Background: an optimization exercise with open tools, aiming at small area, a short achievable clock period and few clock cycles. Do not read the settings as production practice.
No run shown here included a check of the RTL's function; only the layout flow was run.

==> design.v <==
`timescale 1ns / 1ps
module lascon_top #(
    parameter int LASCON_VARIANT = 0
)(
    input  logic        clk,
    input  logic        rst,
    input  logic [2:0]  mode_i,
    input  logic [31:0] xof_len_i,
    input  logic        start_i,
    input  logic        abort_i,
    output logic        busy_o,
    output logic        done_o,
    output logic        tag_fail_o,
    input  logic [63:0] s_axis_tdata,
    input  logic [7:0]  s_axis_tkeep,
    input  logic [3:0]  s_axis_tuser,
    input  logic        s_axis_tlast,
    input  logic        s_axis_tvalid,
    output logic        s_axis_tready,
    output logic [63:0] m_axis_tdata,
    output logic [7:0]  m_axis_tkeep,
    output logic [3:0]  m_axis_tuser,
    output logic        m_axis_tlast,
    output logic        m_axis_tvalid,
    input  logic        m_axis_tready
);
    localparam int NR = 1;    
    localparam logic [63:0] AEAD_IV = 64'h00001000808c0001;
    localparam logic [319:0] HIV_HASH = {64'h1a5c464906c5976d, 64'h3c7fd4a4d56a4db3,
        64'hae65396c6b34b81a, 64'h4bc3a01e333751d2, 64'h9b1e5494e934d681};
    localparam logic [319:0] HIV_XOF  = {64'he0547524db6f0bde, 64'h0ee0ea53416b58cc,
        64'he7508fd780085631, 64'hcc7ce6c75f1ef969, 64'hda82ce768d9447eb};
    localparam logic [319:0] HIV_CXOF = {64'h8f3f1d02d432bc46, 64'h2ab14907720780b6,
        64'he9901dec426e81b5, 64'h43d12d7dc0377bbc, 64'h675527c2a0e8de03};
    localparam logic [3:0] U_AD = 4'd3, U_PT = 4'd4, U_CT = 4'd5, U_TAG = 4'd6,
                           U_Z = 4'd8, U_DIG = 4'd9;
    localparam logic [3:0] P_IDLE = 4'd0, P_LOAD = 4'd1, P_AD0 = 4'd2, P_AD1 = 4'd3,
                           P_D0 = 4'd4, P_D1 = 4'd5, P_TOUT = 4'd6, P_TIN = 4'd7,
                           P_HABS = 4'd8, P_SQZ = 4'd9, P_FIN = 4'd10, P_DONE = 4'd11;
    function automatic logic [319:0] ascon_round(input logic [319:0] s, input logic [3:0] r);
        logic [63:0] x0, x1, x2, x3, x4, t0, t1, t2, t3, t4;
        x0 = s[0*64 +: 64]; x1 = s[1*64 +: 64]; x2 = s[2*64 +: 64];
        x3 = s[3*64 +: 64]; x4 = s[4*64 +: 64];
        x2[7:0] = x2[7:0] ^ {~r, r};
        x0 = x0 ^ x4; x4 = x4 ^ x3; x2 = x2 ^ x1;
        t0 = ~x0 & x1; t1 = ~x1 & x2; t2 = ~x2 & x3; t3 = ~x3 & x4; t4 = ~x4 & x0;
        x0 = x0 ^ t1; x1 = x1 ^ t2; x2 = x2 ^ t3; x3 = x3 ^ t4; x4 = x4 ^ t0;
        x1 = x1 ^ x0; x0 = x0 ^ x4; x3 = x3 ^ x2; x2 = ~x2;
        x0 = x0 ^ {x0[18:0], x0[63:19]} ^ {x0[27:0], x0[63:28]};
        x1 = x1 ^ {x1[60:0], x1[63:61]} ^ {x1[38:0], x1[63:39]};
        x2 = x2 ^ {x2[0],    x2[63:1]}  ^ {x2[5:0],  x2[63:6]};
        x3 = x3 ^ {x3[9:0],  x3[63:10]} ^ {x3[16:0], x3[63:17]};
        x4 = x4 ^ {x4[6:0],  x4[63:7]}  ^ {x4[40:0], x4[63:41]};
        ascon_round = {x4, x3, x2, x1, x0};
    endfunction
    function automatic logic [63:0] swap64(input logic [63:0] d);
        swap64 = {d[7:0], d[15:8], d[23:16], d[31:24], d[39:32], d[47:40], d[55:48], d[63:56]};
    endfunction
    logic [63:0] s0, s1, s2, s3, s4;
    logic [63:0] k0, k1;
    logic [3:0]  ph;
    logic        pa;           
    logic [3:0]  rc;           
    logic        post_k, post_d, post_p0, chain;
    logic [1:0]  cnt2;         
    logic [28:0] wcnt;         
    logic        abort_l;
    logic [63:0] obuf;
    logic        o_valid, o_last, o_dig;
    logic [3:0]  o_user;
    logic [7:0]  o_keep;
    logic [63:0] in_sw, bmask, padv, pin;
    always_comb begin
        in_sw = swap64(s_axis_tdata);
        for (int i = 0; i < 8; i++) bmask[63-8*i -: 8] = {8{s_axis_tkeep[i]}};
        padv = 64'd0;
        casez (s_axis_tkeep)
            8'b???????0: padv[63] = 1'b1;
            8'b??????01: padv[55] = 1'b1;
            8'b?????011: padv[47] = 1'b1;
            8'b????0111: padv[39] = 1'b1;
            8'b???01111: padv[31] = 1'b1;
            8'b??011111: padv[23] = 1'b1;
            8'b?0111111: padv[15] = 1'b1;
            8'b01111111: padv[7]  = 1'b1;
            default:     padv = 64'd0;
        endcase
        pin = (in_sw & bmask) | padv;
    end
    logic is_aead, is_enc, is_hash256, in_full, in_z;
    assign is_aead    = (mode_i == 3'd0) || (mode_i == 3'd1);
    assign is_enc     = (mode_i == 3'd0);
    assign is_hash256 = (mode_i == 3'd2);
    assign in_full    = (s_axis_tkeep == 8'hFF);
    assign in_z       = (s_axis_tuser == U_Z);
    logic [319:0] st, rout;
    assign st = {s4, s3, s2, s1, s0};
    always_comb begin
        rout = st;
        for (int i = 0; i < NR; i++) rout = ascon_round(rout, rc + 4'(i));
    end
    logic last;
    assign last = pa && (rc == 4'(12 - NR));
    logic or_free;
    assign or_free = !o_valid || m_axis_tready;
    logic tlast_out;
    assign tlast_out = o_last || (o_dig && (abort_i || abort_l));
    logic [319:0] base;
    logic [63:0] m0, m1, m2, m3, m4;       
    logic        dm0, dm1;                 
    logic        ld_k0, ld_k1;
    logic        o_ld;
    logic [2:0]  o_src;                    
    logic        o_ld_last, o_ld_dig;
    logic [3:0]  o_ld_user;
    logic [7:0]  o_ld_keep;
    logic        rdy;
    logic [3:0]  ph_n;
    logic        pa_n, post_k_n, post_d_n, post_p0_n, chain_n;
    logic [3:0]  rc_n;
    logic [1:0]  cnt2_n;
    logic [28:0] wcnt_n;
    logic        act, sq_last;
    logic        hsel;                     
    logic        asel;                     
    logic        zero0, zero1, zero2, zero3, zero4;
    logic        xk3, xk4;
    logic xr;
    assign xr = !is_hash256 && (xof_len_i[2:0] != 3'd0);
    assign sq_last = (is_hash256 || (xof_len_i != 32'd0)) && (xr ? (wcnt == 29'd0) : (wcnt == 29'd1));
    task automatic start_perm(input logic p12, input logic pk, input logic pd, input logic pp0, input logic ch);
        pa_n = 1'b1;
        rc_n = p12 ? 4'd0 : 4'd4;
        post_k_n = pk; post_d_n = pd; post_p0_n = pp0; chain_n = ch;
    endtask
    always_comb begin
        ph_n = ph; pa_n = pa; rc_n = rc + 4'(NR);
        post_k_n = post_k; post_d_n = post_d; post_p0_n = post_p0; chain_n = chain;
        cnt2_n = cnt2; wcnt_n = wcnt;
        m0 = '0; m1 = '0; m2 = '0; m3 = '0; m4 = '0;
        dm0 = 1'b0; dm1 = 1'b0;
        ld_k0 = 1'b0; ld_k1 = 1'b0;
        o_ld = 1'b0; o_src = 3'd0; o_ld_last = 1'b0; o_ld_dig = 1'b0;
        o_ld_user = U_DIG; o_ld_keep = 8'hFF;
        rdy = 1'b0;
        hsel = 1'b0; asel = 1'b0;
        zero0 = 1'b0; zero1 = 1'b0; zero2 = 1'b0; zero3 = 1'b0; zero4 = 1'b0;
        xk3 = 1'b0; xk4 = 1'b0;
        act = !pa || last;
        if (pa && last) begin
            pa_n = 1'b0;
            if (post_p0) m0[63] = 1'b1;
            if (post_k) begin xk3 = 1'b1; xk4 = 1'b1; end
            if (post_d) m4[0] = 1'b1;
            if (chain) begin
                act = 1'b0;
                if (ph == P_AD0 || ph == P_D0) start_perm(1'b0, 1'b0, 1'b1, 1'b0, 1'b0);    
                else if (ph == P_TOUT || ph == P_TIN) start_perm(1'b1, 1'b1, 1'b0, 1'b0, 1'b0);  
                else start_perm(1'b1, 1'b0, 1'b0, 1'b0, 1'b0);                                 
            end
        end
        if (act) begin
            case (ph)
                P_IDLE: begin
                    rdy = 1'b1;
                    if (start_i) begin
                        cnt2_n = 2'd0;
                        wcnt_n = is_hash256 ? 29'd4 : xof_len_i[31:3];
                        if (is_aead) begin
                            asel = 1'b1;
                            ph_n = P_LOAD;
                            if (s_axis_tvalid) begin
                                zero1 = 1'b1; m1 = pin; ld_k0 = 1'b1; cnt2_n = 2'd1;
                            end
                        end else begin
                            hsel = 1'b1;
                            ph_n = P_HABS;
                            if (s_axis_tvalid) begin
                                m0 = pin;
                                if (s_axis_tlast) begin
                                    start_perm(1'b1, 1'b0, 1'b0, in_full, in_full);
                                    ph_n = in_z ? P_HABS : P_SQZ;
                                end else start_perm(1'b1, 1'b0, 1'b0, 1'b0, 1'b0);
                            end
                        end
                    end
                end
                P_LOAD: begin
                    rdy = 1'b1;
                    if (s_axis_tvalid) begin
                        cnt2_n = cnt2 + 2'd1;
                        case (cnt2)
                            2'd0: begin zero1 = 1'b1; m1 = pin; ld_k0 = 1'b1; end
                            2'd1: begin zero2 = 1'b1; m2 = pin; ld_k1 = 1'b1; end
                            2'd2: begin zero3 = 1'b1; m3 = pin; end
                            default: begin
                                zero4 = 1'b1; m4 = pin;
                                start_perm(1'b1, 1'b1, 1'b0, 1'b0, 1'b0);
                                ph_n = P_AD0;
                            end
                        endcase
                    end
                end
                P_AD1: begin
                    rdy = 1'b1;
                    if (s_axis_tvalid) begin
                        m1 = pin;
                        if (s_axis_tlast) begin
                            if (in_full) start_perm(1'b0, 1'b0, 1'b0, 1'b1, 1'b1);
                            else         start_perm(1'b0, 1'b0, 1'b1, 1'b0, 1'b0);
                            ph_n = P_D0;
                        end else begin
                            start_perm(1'b0, 1'b0, 1'b0, 1'b0, 1'b0);
                            ph_n = P_AD0;
                        end
                    end
                end
                P_AD0, P_D0, P_D1: begin
                    rdy = or_free;
                    if (s_axis_tvalid && or_free) begin
                        if (ph == P_AD0 && s_axis_tuser == U_AD) begin
                            m0 = pin;
                            if (s_axis_tlast) begin
                                if (in_full) m1[63] = 1'b1;
                                start_perm(1'b0, 1'b0, 1'b1, 1'b0, 1'b0);
                                ph_n = P_D0;
                            end else ph_n = P_AD1;
                        end else begin
                            if (ph == P_AD0) m4[0] = ~m4[0];    
                            o_ld = 1'b1;
                            o_ld_user = is_enc ? U_CT : U_PT;
                            o_ld_keep = s_axis_tkeep;
                            if (ph == P_D1) begin
                                m1 = pin; dm1 = !is_enc; o_src = 3'd1;
                                o_ld_last = is_enc ? (s_axis_tlast && !in_full) : s_axis_tlast;
                            end else begin
                                m0 = pin; dm0 = !is_enc; o_src = 3'd0;
                                o_ld_last = is_enc ? 1'b0 : s_axis_tlast;
                            end
                            cnt2_n = 2'd0;
                            if (s_axis_tlast) begin
                                if (ph == P_D1 && in_full) begin
                                    start_perm(1'b0, 1'b1, 1'b0, 1'b1, 1'b1);
                                end else begin
                                    if (ph != P_D1 && in_full) m1[63] = 1'b1;
                                    xk3 = ~xk3; xk4 = ~xk4;
                                    start_perm(1'b1, 1'b1, 1'b0, 1'b0, 1'b0);
                                end
                                ph_n = is_enc ? P_TOUT : P_TIN;
                            end else if (ph == P_D1) begin
                                start_perm(1'b0, 1'b0, 1'b0, 1'b0, 1'b0);
                                ph_n = P_D0;
                            end else ph_n = P_D1;
                        end
                    end
                end
                P_TOUT: begin
                    if (or_free) begin
                        o_ld = 1'b1; o_ld_user = 4'd6; o_ld_keep = 8'hFF;
                        if (cnt2 == 2'd0) begin
                            o_src = 3'd3; cnt2_n = 2'd1;
                        end else begin
                            o_src = 3'd4; o_ld_last = 1'b1; ph_n = P_FIN;
                        end
                    end
                end
                P_TIN: begin
                    rdy = !pa;
                    if (!pa && s_axis_tvalid) begin
                        cnt2_n = cnt2 + 2'd1;
                        if (cnt2 == 2'd0) m3 = pin;
                        else begin m4 = pin; ph_n = P_DONE; end
                    end
                end
                P_HABS: begin
                    rdy = 1'b1;
                    if (s_axis_tvalid) begin
                        m0 = pin;
                        if (s_axis_tlast) begin
                            start_perm(1'b1, 1'b0, 1'b0, in_full, in_full);
                            ph_n = in_z ? P_HABS : P_SQZ;
                        end else start_perm(1'b1, 1'b0, 1'b0, 1'b0, 1'b0);
                    end
                end
                P_SQZ: begin
                    if (or_free) begin
                        o_ld = 1'b1; o_src = 3'd0; o_ld_dig = 1'b1;
                        o_ld_last = sq_last || abort_i || abort_l;
                        wcnt_n = wcnt - 29'd1;
                        if (sq_last || abort_i || abort_l) ph_n = P_FIN;
                        else start_perm(1'b1, 1'b0, 1'b0, 1'b0, 1'b0);
                    end
                end
                P_FIN: begin
                    if (or_free) ph_n = P_DONE;
                end
                P_DONE: begin
                    ph_n = P_IDLE;
                end
                default: ph_n = P_IDLE;
            endcase
        end
        if (o_valid && o_dig && m_axis_tready && tlast_out) begin
            ph_n = P_DONE; pa_n = 1'b0; o_ld = 1'b0;
        end
    end
    logic [319:0] basev;
    logic [63:0] x0, x1, n0, n1, n3, n4;
    always_comb begin
        basev = pa ? rout : st;
        if (hsel) begin
            case (mode_i)
                3'd2:    basev = HIV_HASH;
                3'd3:    basev = HIV_XOF;
                default: basev = HIV_CXOF;
            endcase
        end
        if (asel)  basev[0*64 +: 64] = AEAD_IV;
        if (zero1) basev[1*64 +: 64] = 64'd0;
        if (zero2) basev[2*64 +: 64] = 64'd0;
        if (zero3) basev[3*64 +: 64] = 64'd0;
        if (zero4) basev[4*64 +: 64] = 64'd0;
        x0 = basev[0*64 +: 64] ^ m0;
        x1 = basev[1*64 +: 64] ^ m1;
        n0 = x0;
        n1 = x1;
        for (int b = 0; b < 64; b++) begin
            if (dm0 && bmask[b]) n0[b] = pin[b];
            if (dm1 && bmask[b]) n1[b] = pin[b];
        end
        n3 = basev[3*64 +: 64] ^ m3 ^ (xk3 ? k0 : 64'd0);
        n4 = basev[4*64 +: 64] ^ m4 ^ (xk4 ? k1 : 64'd0);
    end
    always_ff @(posedge clk) begin
        s0 <= n0;
        s1 <= n1;
        s2 <= basev[2*64 +: 64] ^ m2;
        s3 <= n3;
        s4 <= n4;
        if (ld_k0) k0 <= pin;
        if (ld_k1) k1 <= pin;
        rc <= rc_n;
        post_k <= post_k_n; post_d <= post_d_n; post_p0 <= post_p0_n; chain <= chain_n;
        cnt2 <= cnt2_n;
        wcnt <= wcnt_n;
        if (o_ld) begin
            case (o_src)
                3'd0:    obuf <= x0;
                3'd1:    obuf <= x1;
                3'd3:    obuf <= n3;
                default: obuf <= s4;
            endcase
            o_last <= o_ld_last; o_dig <= o_ld_dig; o_user <= o_ld_user; o_keep <= o_ld_keep;
        end
    end
    always_ff @(posedge clk or posedge rst) begin
        if (rst) begin
            ph <= P_IDLE;
            pa <= 1'b0;
            o_valid <= 1'b0;
            abort_l <= 1'b0;
        end else begin
            ph <= ph_n;
            pa <= pa_n;
            o_valid <= o_ld || (o_valid && !m_axis_tready);
            abort_l <= (ph == P_IDLE) ? 1'b0 : (abort_l || abort_i);
        end
    end
    assign s_axis_tready = rdy;
    assign m_axis_tvalid = o_valid;
    assign m_axis_tdata  = o_valid ? swap64(obuf) : 64'd0;
    assign m_axis_tkeep  = o_keep;
    assign m_axis_tuser  = o_user;
    assign m_axis_tlast  = tlast_out;
    assign busy_o        = (ph != P_IDLE) && (ph != P_DONE);
    assign done_o        = (ph == P_DONE);
    assign tag_fail_o    = (ph == P_DONE) && (mode_i == 3'd1) && ((s3 | s4) != 64'd0);
endmodule
==> run.sh <==
#!/bin/bash
# synth_recipe.tcl (not shown) runs the flow's synth.tcl, then flattens the netlist and writes it again
# the make line also repeats each setting of config.mk as NAME=value (left out here)
make -C /OpenROAD-flow-scripts/flow DESIGN_CONFIG=/design/flow/config.mk WORK_HOME=/design/flow/orfs CLKGATE_MAP_FILE= SYNTH_SCRIPT=/design/flow/synth_recipe.tcl finish
==> config.mk <==
export PLATFORM = sky130hd
export DESIGN_NAME = lascon_top
export DESIGN_NICKNAME = lascon_top
export VERILOG_FILES = /design/flow/design.v
export SDC_FILE = /design/flow/constraint.sdc
export NUM_CORES = 4
export LEC_CHECK = 0
export CAP_MARGIN = 20
export CORE_MARGIN = 2
export CORE_UTILIZATION = 40
export SETUP_SLACK_MARGIN = 0.3
export SLEW_MARGIN = 20
==> constraint.sdc <==
create_clock -name core_clock -period 7.0 [get_ports {clk}]
set_input_delay 1.4000 -clock core_clock [delete_from_list [all_inputs] [get_ports {clk}]]
set_output_delay 1.4000 -clock core_clock [all_outputs]
set_load 0.01 [all_outputs]
==> flow_metrics.env, run 1 <==
export IMPL_synthMuxAreaShare_pct=2.21
export IMPL_wire_per_inst_um=41.8
export IMPL_dieWidth_um=353
export IMPL_area_delta_synth_final_pct=17.2
export IMPL_synth_edf_count=237
export IMPL_clk_latency_ns=0.71
export IMPL_final_setup_viol_count=0
export IMPL_final_common_cell="xnor2_1"
export IMPL_reg2reg_depth=9
export IMPL_grt_pass1_vias=44100
export IMPL_grt_max_degree=118
export IMPL_nets=6120
export IMPL_dieHeight_um=353
export IMPL_grt_ovfl_total=0
export IMPL_critPathCaptureType="primary output"
export IMPL_drt_vias_per_instance=6.50
export IMPL_hold_class="reg2reg"
export IMPL_avgSynthCellArea_um2=8.76
export IMPL_cts_resized_gates=0
export IMPL_start_util_pct=40.2
export IMPL_setup_tns_final_ns=0
export IMPL_status="complete, no violations"
export IMPL_synthSimpleGateAreaFrac_pct=13.0
export IMPL_grt_pass1_wl_um=410000
export IMPL_crit_type="reg2out"
export IMPL_cts_tree="done"
export IMPL_synth_cells=5560
export IMPL_worstMarginPinSlew_ns=1.33
export IMPL_synthFlopType="dfxtp_1"
export IMPL_detail_route_antenna_nets=0
export IMPL_netlist_area_um2=48700
export IMPL_cap_violations=0
export IMPL_drtPass1Iterations=9
export IMPL_worst_path_max_fanout=4
export IMPL_final_cell_mix="777 x xnor2_1, 561 x nand2_1, 518 x nor2_1"
export IMPL_synth_adder_area_share_pct=6.48
export IMPL_syn_nets=5879
export IMPL_ys_seq_elements=572
export IMPL_drt_iter0_drc=8667
export IMPL_synthXorXnorAreaFrac_pct=28.7
export IMPL_rsz0062_at_grt="no"
export IMPL_yosysWarnings=1
export IMPL_dp_hpwl_um=236000
export IMPL_synth_top_family_by_area="XOR/XNOR gates"
export IMPL_synth_cell_types=98
export IMPL_post_cts_buffers=0
export IMPL_clock_skew_ns=0.0398
export IMPL_die_area_um2=125000
export IMPL_drive_gt1_share_pct=9.80
export IMPL_clk_pin_slew_worst_paths_ns=0.06
export IMPL_portBuffers=199
export IMPL_max_freq_mhz=168
export IMPL_startpoint_type="flip-flop"
export IMPL_finalCritPeriodShare_pct=85.3
export IMPL_min_path_cells=1
export IMPL_synth_compound_area_share_pct=16.7
export IMPL_drv_slew=0
export IMPL_antenna_found_initial=39
export IMPL_seq_area_frac_synth_pct=28.4
export IMPL_numCtsBuffers=77
export IMPL_drt_total_wl_um=314000
export IMPL_hold_viol_final=0
export IMPL_min_period_ns=5.97
export IMPL_finalWeightedCongestion=1.13
export IMPL_grtUsageTotal_pct=48.7
export IMPL_htree_num_levels=3
export IMPL_relSlewSlack_pct=10.6
export IMPL_cp_arrival_ns=4.57
export IMPL_cts_buffer_depth=3
export IMPL_ctsHoldBuffers=0
export IMPL_required_ns=5.60
export IMPL_clock_sinks=572
export IMPL_core_area_um2=121000
export IMPL_cts_root_buf="clkbuf_16"
export IMPL_ios=200
export IMPL_vias=48900
export IMPL_async_flop_share_pct=1.22
export IMPL_core_rowCount=128
export IMPL_drc=0
[flip-flops by register name (all words and copies together) (netlist names), 8 cells and up]
signal,cells
wcnt,29
s1,64
s4,64
k1,64
obuf,64
s2,64
s0,64
s3,64
k0,64
o_keep,8
[cell families after synthesis]
family	count (synthesis)
flip-flops	572
adder cells (fa/ha/maj)	265
AND/OR/NAND/NOR	1457
buffers and inverters	556
XOR/XNOR	1354
AO/OA/AOI/OAI	1251
multiplexers	105
[layer usage]
layer,track usage [%],wire length (µm)
met2,67.5,125000
met1,61.6,117000
met4,37.0,28100
met3,17.3,43700
met5,0,143
[critical path, cell delays in order (launching register included)]
cell and delay, ns:
dfxtp_1 0.34, inv_1 0.16, ha_1 0.60, nand4_1 0.50
nor4_1 0.79, nand4_1 0.56, and4_1 0.41, clkdlybuf4s50_1 0.48
[worst paths after layout]
kind	slack, ns	to	from
hold / removal	0.57	post_p0	post_p0
setup / recovery	1.03	tag_fail_o	s3[59]
hold reg to reg	0.57	post_p0	post_p0
setup reg to reg	1.23	obuf[63]	rc[0]
max in group asynchronous	5.79	o_valid	rst
min in group asynchronous	0.96	pa	rst
[cells in the mapped netlist, types with 22 or more instances]
| cell type | number | area share [%] |
|---|---|---|
| mux2_2 | 22 | 0.51 |
| ha_1 | 201 | 5.2 |
| nand2_1 | 568 | 4.4 |
| o21a_1 | 22 | 0.34 |
| o221ai_1 | 60 | 1.1 |
| nor2_1 | 527 | 4.1 |
| buf_2 | 53 | 0.54 |
| a31oi_1 | 27 | 0.35 |
| nor3_1 | 51 | 0.52 |
| maj3_1 | 64 | 1.3 |
| edfxtp_1 | 237 | 15 |
| nand4_1 | 28 | 0.36 |
| a22oi_1 | 70 | 1.1 |
| o21ai_0 | 339 | 3.5 |
| a21oi_1 | 313 | 3.2 |
| xnor2_1 | 812 | 15 |
| and2_1 | 89 | 1.1 |
| mux2i_1 | 83 | 1.7 |
| dfxtp_1 | 328 | 13 |
| a31o_2 | 22 | 0.40 |
| clkbuf_1 | 208 | 1.6 |
| o211ai_1 | 23 | 0.35 |
| nand3_1 | 66 | 0.68 |
| a211oi_1 | 65 | 1.0 |
| xor2_1 | 390 | 7.0 |
| a221o_1 | 23 | 0.47 |
| xnor3_1 | 133 | 6.1 |
| inv_1 | 264 | 2.0 |
| o22ai_1 | 74 | 0.95 |
[cell type report]
class	instances	area (µm²)
clock inverter	38	493
antenna	24	60.1
sequential	572	13900
tap	1625	2030
fill	11800	64200
multi-input combinational	4432	33300
inverter	268	1010
clock buffer	105	2110
timing repair buffer	450	4170
[metrics by stage]
stage	worst slack (ns)	hold WS [ns]	utilization (%)	cells	cell area, µm²
after floorplan	0.908	0.492	-	5560	48700
after global placement	1.45	0.526	44.7	7341	54200
after detailed placement	1.43	0.536	44.8	7344	54300
after CTS	1.34	0.550	47.0	7487	56900
after global routing	1.18	0.568	47.0	7491	57000
final	1.03	0.571	47.1	7514	57100
==> run 2, diff against run 1 <==
--- a/design.v
+++ b/design.v
@@ -25,5 +25,5 @@
     input  logic        m_axis_tready
 );
-    localparam int NR = 1;    
+    localparam int NR = 2;    
     localparam logic [63:0] AEAD_IV = 64'h00001000808c0001;
     localparam logic [319:0] HIV_HASH = {64'h1a5c464906c5976d, 64'h3c7fd4a4d56a4db3,
@@ -66,4 +66,5 @@
     logic [28:0] wcnt;         
     logic        abort_l;
+    logic        tfail;        
     logic [63:0] obuf;
     logic        o_valid, o_last, o_dig;
@@ -360,4 +361,5 @@
             o_valid <= 1'b0;
             abort_l <= 1'b0;
+            tfail   <= 1'b0;
         end else begin
             ph <= ph_n;
@@ -365,4 +367,5 @@
             o_valid <= o_ld || (o_valid && !m_axis_tready);
             abort_l <= (ph == P_IDLE) ? 1'b0 : (abort_l || abort_i);
+            tfail   <= (ph == P_TIN) && (s3 != 64'd0 || n4 != 64'd0);
         end
     end
@@ -375,4 +378,4 @@
     assign busy_o        = (ph != P_IDLE) && (ph != P_DONE);
     assign done_o        = (ph == P_DONE);
-    assign tag_fail_o    = (ph == P_DONE) && (mode_i == 3'd1) && ((s3 | s4) != 64'd0);
+    assign tag_fail_o    = (ph == P_DONE) && tfail;
 endmodule
--- a/config.mk
+++ b/config.mk
@@ -8,5 +8,5 @@
 export CAP_MARGIN = 20
 export CORE_MARGIN = 2
-export CORE_UTILIZATION = 40
-export SETUP_SLACK_MARGIN = 0.3
+export CORE_UTILIZATION = 55
+export SETUP_SLACK_MARGIN = 3.6
 export SLEW_MARGIN = 20
==> run 2 against run 1 <==
Against the previous run:
- the flow now stops in 5_1_grt
- synthesized cell count grew 20%
- area after synthesis grew 26%
==> flow_metrics.env, run 2 <==
export IMPL_stop_stage="5_1_grt"
export IMPL_dieWidth_um=338
export IMPL_numCtsBuffers=67
export IMPL_netlist_area_um2=61300
export IMPL_htree_num_levels=3
export IMPL_avgSynthCellArea_um2=9.19
export IMPL_finalWeightedCongestion=1.39
export IMPL_start_util_pct=55.4
export IMPL_dp_hpwl_um=317000
export IMPL_ios=200
export IMPL_synth_cells=6674
export IMPL_synth_common_cells="1,440 x xnor2_1, 640 x nor2_1, 598 x nand2_1"
export IMPL_grt_pass1_vias=87000
export IMPL_place_ws_ns=-0.00640
export IMPL_yosysMostFrequentCell="xnor2_1"
export IMPL_cts_buffer_depth=3
export IMPL_synthTopCellsByArea="xnor2_1 21%, edfxtp_1 12%, dfxtp_1 11%, xor2_1 8.5%, xnor3_1 8.1%"
export IMPL_synth_top_area_cell="xnor2_1"
export IMPL_dieHeight_um=338
export IMPL_syn_nets=7058
export IMPL_status="stopped before the end"
export IMPL_yosysWarnings=1
export IMPL_synthFlopType="dfxtp_1"
export IMPL_synth_top_area_share_pct=20.6
export IMPL_ys_seq_elements=573
export IMPL_synth_cell_types=82
export IMPL_synth_edf_count=237
export IMPL_grtUsageTotal_pct=95.3
export IMPL_grt_ovfl_total=3699
export IMPL_error_line="[ERROR GRT-0116] Global routing finished with congestion. Check the congestion regions in the DRC Viewer."
export IMPL_clock_sinks=573
export IMPL_seq_area_frac_synth_pct=22.6
export IMPL_grt_max_degree=127
export IMPL_portBuffers=199
export IMPL_async_flop_share_pct=1.40
export IMPL_grt_pass1_wl_um=771000
export IMPL_cts_root_buf="clkbuf_16"
export IMPL_core_rowCount=122
export IMPL_ctsHoldBuffers=0
run 2: cell families after synthesis:
group,count (synthesis),share of synthesized area [%]
AOI/OAI and AO/OA,958,9.53
xor gates and xnor gates,2448,43.2
adders and majority gates,361,6.98
buffers and inverters,618,3.85
DFF,573,22.6
muxes,192,3.29
and+or+nand+nor,1524,10.6
run 2: timing repair:
action                     4_1_cts
pin swaps                      959
cloned                          18
buffers inserted              1145
resized for setup             2958
setup endpoints to repair      677
run 2: how the worst max path moves through the flow:
stage                    startpoint  endpoint  slack, ns  cells after the start
floorplan             m_axis_tready   obuf[4]       3.06                     15
global placement    s_axis_tkeep[2]     tfail       0.07                     16
detailed placement  s_axis_tkeep[2]     tfail     -0.006                     16
CTS                           rc[1]     tfail       2.36                     17
run 2: layer usage:
layer	GRT overflow	track usage, %
met3	307	87.3
met1	341	91.7
met5	34	79.6
met4	878	96.7
met2	2139	106
run 2: per-stage QoR:
step	hold slack [ns]	cells	cell area (µm²)
after floorplan	0.452	6674	64300
after global placement	0.511	8497	70200
after detailed placement	0.521	8499	70300
after CTS	0.558	9784	101000

[what the ideal ports hide]
In the flow no input, the clock included, has a driving cell. The finished layout below was timed again as built, in two steps. Step 1 assumes that a clkbuf_16 drives the clock port and a buf_2 every other input. Step 2 moves the port delays by t, midway between the first and last clock arrival at a register: inputs arrive t later, outputs are due t later. That takes back most of the time a late clock gives input paths. Three values: no drivers, after step 1, after step 2; two values: the first two.
run: run 1
t (ns): 0.765
setup slack, ns: 1.031 / 0.957 / 1.135
hold WS [ns]: 0.571 / 0.571 / 0.571
worst register clock-pin slew, ns: 0.08 / 0.08
cell pins on the clock port's net: 1
After both steps run 1 still meets setup and hold. The setup slack of run 1 moves by -0.074 ns with the drivers and by +0.104 ns with both steps.
